Context: an optimization exercise on an open-source flow, tuned for small area and a short achievable clock period. The choices shown serve that exercise and are no tape-out recipe.
At most, simulation tests tie the RTL to the original design; equivalence was not proved.
No activity file was given, so power comes from the tool's default toggle rates.

==> flow/design.v <==
`timescale 1ns / 1ps
module bcnn_pipeline (
    input  wire       clk,
    input  wire       reset,
    input  wire       pixel_in,
    input  wire       valid_in,
    input  wire [8:0] weight_bits1,
    input  wire [8:0] weight_bits2,
    input  wire [3:0] threshold1,
    input  wire [3:0] threshold2,
    output reg        pixel_out,
    output reg        valid_out
);
    reg [4:0] col, row;
    reg       f_lb1, f_pl1, f_l2;
    wire      last_col = (col == 5'd27);
    wire [4:0] col_nx  = last_col ? 5'd0 : col + 5'd1;
    wire [4:0] row_nx  = last_col ? ((row == 5'd27) ? 5'd0 : row + 5'd1) : row;
    always @(posedge clk) begin
        if (reset) begin
            col   <= 5'd0;
            row   <= 5'd0;
            f_lb1 <= 1'b1;
            f_pl1 <= 1'b0;
            f_l2  <= 1'b0;
        end else if (valid_in) begin
            col   <= col_nx;
            row   <= row_nx;
            f_lb1 <= (col_nx <= 5'd25);
            f_pl1 <= ~col_nx[0] && col_nx >= 5'd4 && col_nx <= 5'd26;
            f_l2  <= row_nx[0] && row_nx >= 5'd3 && row_nx <= 5'd25 && col_nx[0] && col_nx >= 5'd5;
        end
    end
    function [2:0] therm;
        input [2:0] q;
        therm = {&q, (q[0] & q[1]) | (q[0] & q[2]) | (q[1] & q[2]), |q};
    endfunction
    function [9:0] le_therm;
        input [3:0] th;
        integer j;
        for (j = 0; j < 10; j = j + 1)
            le_therm[j] = (th <= j);
    endfunction
    function [6:0] w_of;
        input [1:0] s;
        input [9:0] lth;
        integer k;
        for (k = 0; k < 7; k = k + 1)
            w_of[k] = ((s == 2'd0) & lth[k])     | ((s == 2'd1) & lth[k + 1]) |
                      ((s == 2'd2) & lth[k + 2]) | ((s == 2'd3) & lth[k + 3]);
    endfunction
    function [3:0] v_of;
        input [6:0] w;
        input [2:0] g;
        integer m;
        for (m = 0; m < 4; m = m + 1)
            v_of[m] = w[m] | (g[0] & w[m + 1]) | (g[1] & w[m + 2]) | (g[2] & w[m + 3]);
    endfunction
    function act;
        input [3:0] v;
        input [2:0] g;
        act = v[0] | (g[0] & v[1]) | (g[1] & v[2]) | (g[2] & v[3]);
    endfunction
    function [1:0] count3;
        input [2:0] q;
        count3 = {(q[0] & q[1]) | (q[0] & q[2]) | (q[1] & q[2]), ^q};
    endfunction
    reg  [51:0] lb1;                  
    wire        x1 = pixel_in;        
    wire        m1 = lb1[25];         
    wire        t1 = lb1[51];         
    wire [2:0] q10 = {~(t1 ^ weight_bits1[8]), ~(m1 ^ weight_bits1[5]), ~(x1 ^ weight_bits1[2])};
    wire [2:0] q11 = {~(t1 ^ weight_bits1[7]), ~(m1 ^ weight_bits1[4]), ~(x1 ^ weight_bits1[1])};
    wire [2:0] q12 = {~(t1 ^ weight_bits1[6]), ~(m1 ^ weight_bits1[3]), ~(x1 ^ weight_bits1[0])};
    reg  [1:0] s1;
    reg  [3:0] v1;
    reg        a1_r;                  
    wire [3:0] v1_nx = v_of(w_of(s1, le_therm(threshold1)), therm(q11));
    wire       a1    = act(v1, therm(q12));
    always @(posedge clk) begin
        if (valid_in) begin
            if (f_lb1)
                lb1 <= {lb1[50:0], x1};
            s1   <= count3(q10);
            v1   <= v1_nx;
            a1_r <= a1;
        end
    end
    reg        left1;                 
    reg [11:0] pl1;                   
    reg        p1_r;                  
    wire       pair1    = left1 | a1_r;
    wire       pair1_ev = f_pl1;
    wire       p1_ev    = f_pl1 && row[0] && row >= 5'd3 && row <= 5'd25;
    always @(posedge clk) begin
        if (valid_in) begin
            if (col[0])
                left1 <= a1_r;
            if (pair1_ev)
                pl1 <= {pl1[10:0], pair1};
            if (p1_ev)
                p1_r <= pair1 | pl1[11];
        end
    end
    wire       l2_ev = f_l2;
    reg [23:0] lb2;                   
    wire       x2 = p1_r;
    wire       m2 = lb2[11];
    wire       t2 = lb2[23];
    wire [2:0] q20 = {~(t2 ^ weight_bits2[8]), ~(m2 ^ weight_bits2[5]), ~(x2 ^ weight_bits2[2])};
    wire [2:0] q21 = {~(t2 ^ weight_bits2[7]), ~(m2 ^ weight_bits2[4]), ~(x2 ^ weight_bits2[1])};
    wire [2:0] q22 = {~(t2 ^ weight_bits2[6]), ~(m2 ^ weight_bits2[3]), ~(x2 ^ weight_bits2[0])};
    reg  [1:0] s2;
    reg  [3:0] v2;
    wire [3:0] v2_nx = v_of(w_of(s2, le_therm(threshold2)), therm(q21));
    wire       a2    = act(v2, therm(q22));
    reg        left2;
    reg  [4:0] pl2;
    wire       pair2    = left2 | a2;
    wire       left2_ev = l2_ev && col[1:0] == 2'b01;
    wire       pair2_ev = l2_ev && col[1:0] == 2'b11 && col >= 5'd11;
    wire       out_ev   = pair2_ev && row[1:0] == 2'b01 && row >= 5'd9;
    always @(posedge clk) begin
        if (l2_ev && valid_in) begin
            lb2 <= {lb2[22:0], x2};
            s2  <= count3(q20);
            v2  <= v2_nx;
        end
        if (left2_ev && valid_in)
            left2 <= a2;
        if (pair2_ev && valid_in)
            pl2 <= {pl2[3:0], pair2};
        pixel_out <= pair2 | pl2[4];
    end
    always @(posedge clk) begin
        if (reset)
            valid_out <= 1'b0;
        else
            valid_out <= valid_in && out_ev;
    end
endmodule
clock: 4.0 ns
lec_check: 0
cap_margin: 20
core_margin: 2
core_utilization: 40
setup_slack_margin: 2.2
slew_margin: 20
run.sh (not shown) runs the stock make flow with config.mk's settings and CLKGATE_MAP_FILE= SYNTH_SCRIPT=/design/flow/synth_recipe.tcl, a recipe that flattens the netlist after the stock synthesis.
The first run completed with no timing, DRC or antenna violations.
Change:
--- a/flow/design.v
+++ b/flow/design.v
@@ -9,29 +9,23 @@
     input  wire [3:0] threshold1,
     input  wire [3:0] threshold2,
     output reg        pixel_out,
     output reg        valid_out
 );
     reg [4:0] col, row;
-    reg       f_lb1, f_pl1, f_l2;
-    wire      last_col = (col == 5'd27);
-    wire [4:0] col_nx  = last_col ? 5'd0 : col + 5'd1;
-    wire [4:0] row_nx  = last_col ? ((row == 5'd27) ? 5'd0 : row + 5'd1) : row;
     always @(posedge clk) begin
         if (reset) begin
-            col   <= 5'd0;
-            row   <= 5'd0;
-            f_lb1 <= 1'b1;
-            f_pl1 <= 1'b0;
-            f_l2  <= 1'b0;
+            col <= 5'd0;
+            row <= 5'd0;
         end else if (valid_in) begin
-            col   <= col_nx;
-            row   <= row_nx;
-            f_lb1 <= (col_nx <= 5'd25);
-            f_pl1 <= ~col_nx[0] && col_nx >= 5'd4 && col_nx <= 5'd26;
-            f_l2  <= row_nx[0] && row_nx >= 5'd3 && row_nx <= 5'd25 && col_nx[0] && col_nx >= 5'd5;
+            if (col == 5'd27) begin
+                col <= 5'd0;
+                row <= (row == 5'd27) ? 5'd0 : row + 5'd1;
+            end else begin
+                col <= col + 5'd1;
+            end
         end
     end
     function [2:0] therm;
         input [2:0] q;
         therm = {&q, (q[0] & q[1]) | (q[0] & q[2]) | (q[1] & q[2]), |q};
     endfunction
@@ -76,36 +70,36 @@
     reg  [3:0] v1;
     reg        a1_r;                  
     wire [3:0] v1_nx = v_of(w_of(s1, le_therm(threshold1)), therm(q11));
     wire       a1    = act(v1, therm(q12));
     always @(posedge clk) begin
         if (valid_in) begin
-            if (f_lb1)
+            if (col <= 5'd25)
                 lb1 <= {lb1[50:0], x1};
             s1   <= count3(q10);
             v1   <= v1_nx;
             a1_r <= a1;
         end
     end
     reg        left1;                 
     reg [11:0] pl1;                   
     reg        p1_r;                  
     wire       pair1    = left1 | a1_r;
-    wire       pair1_ev = f_pl1;
-    wire       p1_ev    = f_pl1 && row[0] && row >= 5'd3 && row <= 5'd25;
+    wire       pair1_ev = ~col[0] && col >= 5'd4 && col <= 5'd26;
+    wire       p1_ev    = pair1_ev && row[0] && row >= 5'd3 && row <= 5'd25;
     always @(posedge clk) begin
         if (valid_in) begin
             if (col[0])
                 left1 <= a1_r;
             if (pair1_ev)
                 pl1 <= {pl1[10:0], pair1};
             if (p1_ev)
                 p1_r <= pair1 | pl1[11];
         end
     end
-    wire       l2_ev = f_l2;
+    wire       l2_ev = row[0] && row >= 5'd3 && row <= 5'd25 && col[0] && col >= 5'd5;
     reg [23:0] lb2;                   
     wire       x2 = p1_r;
     wire       m2 = lb2[11];
     wire       t2 = lb2[23];
     wire [2:0] q20 = {~(t2 ^ weight_bits2[8]), ~(m2 ^ weight_bits2[5]), ~(x2 ^ weight_bits2[2])};
     wire [2:0] q21 = {~(t2 ^ weight_bits2[7]), ~(m2 ^ weight_bits2[4]), ~(x2 ^ weight_bits2[1])};
What happened: Final area increases by 2.9%; critical path depth increases by 3; first-iteration DRC count increases by 3.1%; total power decreases by 1.5%; sequential power decreases by about 3%; area after synthesis decreases by 4.5%; final cell count decreases by 3.5%; global-route usage increases by 0.26 points; flip-flop and latch count decreases by 3; wire length increases by 1.3%; via count decreases by 3.4%; worst setup slack is better by 0.017 ns.
The RTL of the second run of this note was laid out without a check of its function.

re-timing with driven ports:
In the flow no input, the clock included, has a driving cell. The finished layouts below were timed again as built, in two steps.
Step 1: set_driving_cell puts a clkbuf_16 on clk and a buf_2 on each other input, an assumption about the parent block.
Step 2, shift: input delay + t, output delay - t, t = (earliest + latest rising clock arrival at the registers) / 2. This alone moves slack from input paths to output paths.
Slacks: ideal ports / drivers / drivers and shift; pairs: ideal ports / drivers.
run | t, ns | setup WS [ns] | worst setup path after step 2 | pins driven straight from the clock port
the first run | 0.439 | 2.059 / 2.059 / 1.684 | input to register | 1
the second run | 0.436 | 2.076 / 2.089 / 1.655 | input to register | 1
After both steps setup and hold are still met in every run listed. The setup slack of the second run, which loses most, moves by +0.013 ns with the drivers and by -0.421 ns with both steps.
